What follows belongs to an exercise in optimizing a design on an open flow for a short achievable clock period and few clock cycles; a production flow would make more cautious choices.
Function was checked by simulation only, so behaviour that the tests miss may differ from the original.
Power and IR drop assume default switching activity.

==> flow/design.v (excerpt) <==
module cf_cpu #(
	parameter TOP_VER     = 8'h00,
    parameter BOOT_VECTOR = 16'hF000,
    parameter USE_BARREL  = 1
)(
	input wire clk,
	input wire rst_n,
	output reg [16:0] bus_address,
	output reg bus_wr_en,
	output reg bus_io_flag,
	output reg bus_burst,
	output reg [15:0] bus_data_in,
	output reg bus_enable,
	input wire bus_ready,
	input wire [15:0] bus_data_out
);
	reg [15:0] reg_ACC;
	reg [15:0] reg_INDEX;
	reg [15:0] reg_R0;
	reg [15:0] reg_R1;
	reg [15:0] reg_SP;
	reg [15:0] reg_PC;					 
	reg [4:0]  reg_flags;				 
	reg [15:0] reg_alt;
	reg [15:0] cycle_count;
	localparam
		FLAG_SLT = 0,
		FLAG_SGT = 1,
		FLAG_ULT = 2,
		FLAG_UGT = 3,
		FLAG_EQ  = 4;
	reg [7:0]  qb0, qb1, qb2, qb3, qb4, qb5, qb6, qb7;
	reg [3:0]  pq0, pq1, pq2, pq3, pq4, pq5, pq6, pq7;	 
	reg [7:0]  qv;						 
	reg [15:0] fpc;						 
	reg [7:0]  ic_d [0:31];
	reg [3:0]  ic_p [0:31];				 
	reg [7:0]  ic_dr [0:31];			 
	reg [3:0]  ic_pr [0:31];
	reg [10:0] ic_tag0, ic_tag1;
	reg [31:0] ic_v;
	reg [1:0]  btype;
	localparam
		BT_EXEC  = 0,					 
		BT_FETCH = 1,					 
		BT_DISC  = 2;					 
	reg [9:0]  xs;
	localparam
		S_DEC = 0,
		S_WAITD = 1,
		S_WAITP = 2,
		S_ALU = 3,
		S_MUL = 4,
		S_DIV = 5,
		S_RET = 6,
		S_SWA = 7,
		S_SWV = 8,
		S_IO = 9;
	localparam [9:0]
		X_DEC = 10'd1 << S_DEC,
		X_WAITD = 10'd1 << S_WAITD,
		X_WAITP = 10'd1 << S_WAITP,
		X_ALU = 10'd1 << S_ALU,
		X_MUL = 10'd1 << S_MUL,
		X_DIV = 10'd1 << S_DIV,
		X_RET = 10'd1 << S_RET,
		X_SWA = 10'd1 << S_SWA,
  ...
For scale: roughly 56 I/O pins, about 100000 sq um of cells after synthesis.
Settings: LEC_CHECK=0, ABC_CLOCK_PERIOD_IN_PS=3000, CAP_MARGIN=20, CELL_PAD_IN_SITES_DETAIL_PLACEMENT=1, CELL_PAD_IN_SITES_GLOBAL_PLACEMENT=2, CORE_MARGIN=2, CORE_UTILIZATION=35, PLACE_DENSITY=0.55, SETUP_SLACK_MARGIN=4.0, SLEW_MARGIN=20; clock period 7.5 ns.
run.sh (not shown) runs the stock make flow with config.mk's settings and CLKGATE_MAP_FILE= SYNTH_SCRIPT=/design/flow/synth_recipe.tcl, a recipe that flattens the netlist after the stock synthesis.
Testbench counts at the start, summed over its fixed seeds: cycles 166,072.
Change:
--- a/flow/design.v
+++ b/flow/design.v
@@ -730,22 +730,24 @@
 						r_addr = {1'b0, sw_tab};
 						sw_tab <= sw_tab + 16'd2;
 						xs <= X_SWA;
 					end
 				end
 				xs[S_IO]: if (bdone) begin
 					reg_ACC <= bus_data_out;
 					xs <= X_DEC;
 				end
 				default: xs <= X_DEC;
 			endcase
+			if (xs[S_MUL] && mul_cnt == 3'd0)
+				{reg_alt, reg_ACC} <= mul_next;
 			if (xs[S_DEC] && have && is_alu && mode == 3'd0 && op[7:4] != 4'h3 && op[7:4] != 4'h4 && op[7:4] != 4'h9)
 				reg_ACC <= alu_d;
 			if ((xs[S_ALU] || (xs[S_WAITD] && bdone)) && xop[7:4] != 4'h3 && xop[7:4] != 4'h4 && xop[7:4] != 4'h9)
 				reg_ACC <= alu_x;
 			if (redir) flush = 1'b1;
 			cons = (xs[S_DEC] && exec_now) ? ilen : 2'd0;
 			if (xs[S_DEC] && exec_now && (op == 8'hD7 || op == 8'hD9)) flush = 1'b1;
 			t0 = (app && lo_pos[0]) ? a_lo : qb0;
 			t1 = (app && lo_pos[1]) ? a_lo : (app && hi_pos[1]) ? a_hi : qb1;
 			t2 = (app && lo_pos[2]) ? a_lo : (app && hi_pos[2]) ? a_hi : qb2;
 			t3 = (app && lo_pos[3]) ? a_lo : (app && hi_pos[3]) ? a_hi : qb3;
The changed run produced a clean layout.
Final cell count shrinks by 0.87%.
Hold slack gets better by 0.017 ns.
Cell area grows by 0.67%.
Clock-buffer cell count shrinks by 10.
Combinational power shrinks by about 2%.
Sequential power is about the same.
Via count shrinks by 1.3%.
Synthesized area barely changes.
Total power stays flat.
Testbench counts after the change, summed over its fixed seeds: cycles 166,072.

static timing again, ports no longer ideal:
The flow's constraints put no driver on any port. The routed layouts listed below were extracted and timed again, unchanged, in two steps. Step 1: set_driving_cell puts a clkbuf_16 on clk and a buf_2 on each other input, an assumption about the parent block. Step 2 moves the port delays by t, midway between the first and last clock arrival at a register: inputs arrive t later, outputs are due t later. That takes back most of the time a late clock gives input paths. Three values: ideal ports, drivers, drivers and shift; two values: the first two.
| run | t, ns | slack for setup (ns) | worst register clock-pin slew, ns |
|---|---|---|---|
| the first run | 0.962 | 3.600 / 3.412 / 2.451 | 0.07 / 0.07 |
| the second run | 0.976 | 3.626 / 3.626 / 2.678 | 0.07 / 0.07 |
After both steps every run listed still meets setup and hold. The setup slack of the first run, which loses most, moves by -0.188 ns with the drivers and by -1.149 ns with both steps.
